Source: an optimization exercise on an open RTL-to-GDS flow (aim: small area and a short achievable clock period). Production flows keep margins and buffers that such runs may drop.
The RTL was checked by simulation tests, not by an equivalence proof against the original design.
The flow treats the clock pin as an ideal source, which a real chip does not have.
No activity file was given, so power comes from the tool's default toggle rates.

Design mmu, start of the top module:
module mmu(
	   clk, resetb, dm_we,
	   im_addr, im_do, dm_addr, dm_di, dm_do,
	   dm_be, is_signed,
	   im_addr_out, im_data,
	   io_addr, io_en, io_we, io_data_read, io_data_write
	   );
   input wire clk, resetb, dm_we;
   input wire [31:0] im_addr, dm_addr, dm_di;
   input wire [3:0]  dm_be;
   input wire 	     is_signed;
   output wire [11:2] im_addr_out;
   input wire [31:0]  im_data, io_data_read;
   output reg [31:0]  io_data_write;
   output wire [31:0] dm_do;
   output reg [31:0]  im_do;
   output reg [7:0]   io_addr;
   output reg 	      io_en, io_we;
   assign im_addr_out[11:2] = im_addr[11:2];
   wire is_dm = (dm_addr[31] == 1'b0) && (dm_addr[30:28] != 3'b0);
   wire is_io = (dm_addr[31:8] == 24'h800000);
   wire [31:0] wdata;
   assign wdata[7:0]   = dm_di[7:0];
   assign wdata[15:8]  = dm_be[0] ? dm_di[15:8]  : dm_di[7:0];
   assign wdata[23:16] = dm_be[0] ? dm_di[23:16] : dm_di[7:0];
   assign wdata[31:24] = dm_be[0] ? dm_di[31:24] : (dm_be[2] ? dm_di[15:8] : dm_di[7:0]);
   wire [7:0] a_hi, a_lo;
   genvar k, l;
   generate
      for (k = 0; k < 8; k = k + 1) begin : g_pre
	 assign a_hi[k] = (dm_addr[7:5] == k);
	 assign a_lo[k] = (dm_addr[4:2] == k);
      end
   endgenerate
   wire [3:0]  lane_wr = {4{dm_we & is_dm}} & dm_be;
   wire [7:0]  a_lo_r  = a_lo & {8{~dm_we}};
   wire [31:0] a_lo_w;                  
   wire [255:0] wen, wen_n;
  ...
Size: ~2200 flip-flops, roughly 280 I/O pins, ~75000 sq um of cells after synthesis.
export LEC_CHECK = 0
export CAP_MARGIN = 20
export CORE_MARGIN = 2
export CORE_UTILIZATION = 70
export CTS_CLUSTER_DIAMETER = 100
export CTS_CLUSTER_SIZE = 30
export PLACE_DENSITY = 0.8
export SETUP_SLACK_MARGIN = 2.8
export SLEW_MARGIN = 20
export SYNTH_HIERARCHICAL = 1
create_clock -name core_clock -period 6.0 [get_ports {clk}]
standard.sh (not shown) runs the stock make flow with config.mk's settings and CLKGATE_MAP_FILE= SYNTH_SCRIPT=/design/flow/synth_recipe.tcl, a recipe that flattens the netlist after the stock synthesis.
==> flow/flow/run.sh <==
#!/bin/bash
set -euo pipefail
export BUFFER_PORTS_ARGS="-buffer_cell sky130_fd_sc_hd__buf_1"
export PRE_IO_PLACEMENT_TCL="$PWD/flow/io.tcl"
export FASTROUTE_TCL="$PWD/flow/fastroute.tcl"
export POST_CTS_TCL="$PWD/flow/post_cts.tcl"
export PRE_GLOBAL_ROUTE_TCL="$PWD/flow/pre_grt.tcl"
bash standard.sh > standard_make.log 2>&1
==> flow/flow/pre_grt.tcl <==
# Before global routing (sourced by ORFS's global route step through
# PRE_GLOBAL_ROUTE_TCL): the setup repair that follows global routing aims
# for a larger margin than the earlier steps.
set ::env(SETUP_SLACK_MARGIN) 3.1
Other scripts of this flow, unchanged in this note and not shown: flow/flow/fastroute.tcl, flow/flow/io.tcl, flow/flow/post_cts.tcl
==> next run, changes <==
--- a/flow/flow/run.sh
+++ b/flow/flow/run.sh
@@ -2,3 +2,3 @@
 set -euo pipefail
-export BUFFER_PORTS_ARGS="-buffer_cell sky130_fd_sc_hd__buf_1"
+export BUFFER_PORTS_ARGS="-buffer_cell sky130_fd_sc_hd__buf_2"
 export PRE_IO_PLACEMENT_TCL="$PWD/flow/io.tcl"
--- a/flow/flow/pre_grt.tcl
+++ b/flow/flow/pre_grt.tcl
@@ -3,2 +3,2 @@
 # for a larger margin than the earlier steps.
-set ::env(SETUP_SLACK_MARGIN) 3.1
+set ::env(SETUP_SLACK_MARGIN) 3.0
Result: Die area does not change. Global-route usage fell by 0.29 points. Via count barely changes. Wire length fell by 1.2%. Count of clock-buffer cells in the layout fell by 3. Worst hold slack stays flat. Maximum frequency fell by 0.51%. Non-clock buffer count fell by 24. Total power barely changes. Utilization fell by 0.49 points.

========
mmu, a different RTL version from the one above (not shown whole).
Size in the first run: about 6300 cells after synthesis, about 2100 flip-flops, roughly 280 I/O pins, about 74000 um2 of cells after synthesis.
## mmu
module mmu(
	   clk, resetb, dm_we,
	   im_addr, im_do, dm_addr, dm_di, dm_do,
	   dm_be, is_signed,
	   im_addr_out, im_data,
	   io_addr, io_en, io_we, io_data_read, io_data_write
	   );
export LEC_CHECK = 0
export CAP_MARGIN = 20
export CORE_MARGIN = 2
export CORE_UTILIZATION = 70
export CTS_CLUSTER_DIAMETER = 100
export CTS_CLUSTER_SIZE = 30
export PLACE_DENSITY = 0.8
export SETUP_SLACK_MARGIN = 2.8
export SLEW_MARGIN = 20
export SYNTH_HIERARCHICAL = 1
create_clock -name core_clock -period 6.0 [get_ports {clk}]
==> flow/flow/run.sh <==
#!/bin/bash
set -euo pipefail
export BUFFER_PORTS_ARGS="-buffer_cell sky130_fd_sc_hd__buf_2"
export PRE_IO_PLACEMENT_TCL="$PWD/flow/io.tcl"
export FASTROUTE_TCL="$PWD/flow/fastroute.tcl"
export POST_CTS_TCL="$PWD/flow/post_cts.tcl"
bash standard.sh > standard_make.log 2>&1
==> flow/flow/post_cts.tcl <==
# After CTS (sourced by ORFS's cts step through POST_CTS_TCL): further setup
# repair in steps of rising margin, then legalize the placement again.
estimate_parasitics -placement
proc my_wns {} { return [sta::time_sta_ui [sta::worst_slack_cmd max]] }
puts "post_cts: start wns [my_wns] area [rsz::design_area]"
foreach m {2.9 3.0 3.1 3.2} {
  repair_timing -setup -setup_margin $m -repair_tns 100 -match_cell_footprint -verbose
  puts "post_cts: margin $m wns [my_wns] area [rsz::design_area]"
}
detailed_placement
check_placement -verbose
estimate_parasitics -placement
puts "post_cts: end wns [my_wns] area [rsz::design_area]"
Other scripts of this flow, unchanged in this note and not shown: flow/flow/fastroute.tcl, flow/flow/io.tcl
Rerun with:
==> flow/flow/run.sh (replaced) <==
#!/bin/bash
set -euo pipefail
export BUFFER_PORTS_ARGS="-buffer_cell sky130_fd_sc_hd__buf_2"
export PRE_IO_PLACEMENT_TCL="$PWD/flow/io.tcl"
export FASTROUTE_TCL="$PWD/flow/fastroute.tcl"
bash standard.sh > standard_make.log 2>&1
removed: flow/flow/post_cts.tcl
Effect: The new run ran to the end with no violations; utilization decreases by 1.2 points; worst setup slack is worse by 190 ps; final area came out lower by about 1.5%; total power is lower by 0.43%; sequential cell count does not change; routed wire length came out lower by about 2.4%; fmax went down by 5.4%; global-route usage fell by 1.6 points; count of clock-buffer cells in the layout does not change; final cell count shrinks by 0.41%.

========
build 19:
Another version of the RTL of mmu (not shown whole).
Size in the first run: about 6,300 cells after synthesis, roughly 2,200 flip-flops, roughly 280 I/O pins.
// mmu
module mmu(
	   clk, resetb, dm_we,
	   im_addr, im_do, dm_addr, dm_di, dm_do,
	   dm_be, is_signed,
	   im_addr_out, im_data,
	   io_addr, io_en, io_we, io_data_read, io_data_write
	   );
Settings: LEC_CHECK=0, CAP_MARGIN=20, CORE_MARGIN=2, CORE_UTILIZATION=70, CTS_CLUSTER_DIAMETER=100, CTS_CLUSTER_SIZE=30, PLACE_DENSITY=0.8, SETUP_SLACK_MARGIN=3.1, SLEW_MARGIN=20, SYNTH_HIERARCHICAL=1; clock period 6.0 ns.
==> flow/flow/run.sh <==
#!/bin/bash
set -euo pipefail
export BUFFER_PORTS_ARGS="-buffer_cell sky130_fd_sc_hd__buf_1"
export PRE_IO_PLACEMENT_TCL="$PWD/flow/io.tcl"
export FASTROUTE_TCL="$PWD/flow/fastroute.tcl"
export POST_CTS_TCL="$PWD/flow/post_cts.tcl"
bash standard.sh > standard_make.log 2>&1
==> flow/flow/post_cts.tcl <==
# After CTS (sourced by ORFS's cts step through POST_CTS_TCL): further setup
# repair in steps of rising margin, then legalize the placement again.
estimate_parasitics -placement
proc my_wns {} { return [sta::time_sta_ui [sta::worst_slack_cmd max]] }
puts "post_cts: start wns [my_wns] area [rsz::design_area]"
foreach m {2.9 3.0 3.1 3.2 3.3 3.4} {
  repair_timing -setup -setup_margin $m -repair_tns 100 -match_cell_footprint -verbose
  puts "post_cts: margin $m wns [my_wns] area [rsz::design_area]"
}
detailed_placement
check_placement -verbose
estimate_parasitics -placement
puts "post_cts: end wns [my_wns] area [rsz::design_area]"
Other scripts of this flow, unchanged in this note and not shown: flow/flow/fastroute.tcl, flow/flow/io.tcl
Edits applied to the flow inputs when going from build 19 to trial 60:
Settings: changing SETUP_SLACK_MARGIN from 3.1 to 2.8.
==> flow/flow/run.sh <==
#!/bin/bash
set -euo pipefail
export BUFFER_PORTS_ARGS="-buffer_cell sky130_fd_sc_hd__buf_2"
export PRE_IO_PLACEMENT_TCL="$PWD/flow/io.tcl"
export FASTROUTE_TCL="$PWD/flow/fastroute.tcl"
export POST_CTS_TCL="$PWD/flow/post_cts.tcl"
bash standard.sh > standard_make.log 2>&1
==> flow/flow/post_cts.tcl <==
# After CTS (sourced by ORFS's cts step through POST_CTS_TCL): further setup
# repair in steps of rising margin, then legalize the placement again.
estimate_parasitics -placement
proc my_wns {} { return [sta::time_sta_ui [sta::worst_slack_cmd max]] }
puts "post_cts: start wns [my_wns] area [rsz::design_area]"
foreach m {2.9 3.0 3.1 3.2} {
  repair_timing -setup -setup_margin $m -repair_tns 100 -match_cell_footprint -verbose
  puts "post_cts: margin $m wns [my_wns] area [rsz::design_area]"
}
detailed_placement
check_placement -verbose
estimate_parasitics -placement
puts "post_cts: end wns [my_wns] area [rsz::design_area]"
==> run notes <==
- Trial 60 and build 19 ended up with nearly the same first-iteration DRC count.
- When the final numbers for trial 60 and build 19 were put side by side, the relative contribution of combinational cells to total power turned out to be smaller in trial 60.
- Trial 60 reached the final stage; the timing, design-rule and antenna checks on its layout passed.
- Build 19: all stages complete, timing, DRC and antenna checks passed
- Total detailed-routing wirelength on trial 60 is down relative to build 19.

## afterwards: timing with drivers on the ports
Ports are ideal in the flow. The routed layouts listed here were re-timed in OpenROAD.
Step 1 sets driving cells, clkbuf_16 on the clock port and buf_2 on the other inputs (assumed; they add their load-dependent delay and slew).
Step 2 adds t to the input delays and takes it off the output delays; t is the mean of the earliest and latest rising clock arrival at the registers after step 1. Input paths then give back, and output paths get back, about the clock's delay inside the block.
a / b / c = ideal ports / drivers / drivers and shift; a / b = the first two.
| run | t, ns | setup slack, ns | slew at the worst register clock pin (ns) | worst slew at a driven data input, ns | pins driven straight from the clock port |
|---|---|---|---|---|---|
| the first run of note 1 | 0.790 | 2.875 / 2.769 / 2.152 | 0.12 / 0.12 | 0.19 | 1 |
| the second run of note 1 | 0.797 | 2.859 / 2.777 / 2.109 | 0.12 / 0.12 | 0.15 | 1 |
| the first run of note 2 | 0.802 | 2.719 / 2.760 / 1.957 | 0.12 / 0.12 | 0.13 | 1 |
| the second run of note 2 | 0.799 | 2.531 / 2.569 / 1.770 | 0.12 / 0.12 | 0.14 | 1 |
| build 19 | 0.797 | 2.824 / 2.755 / 1.958 | 0.12 / 0.12 | 0.30 | 1 |
| trial 60 | 0.800 | 2.845 / 2.803 / 2.089 | 0.12 / 0.12 | 0.07 | 1 |
After both steps every run listed still meets setup and hold. For build 19, which loses most, drivers alone change the setup slack by -0.069 ns; drivers and shift together by -0.866 ns.
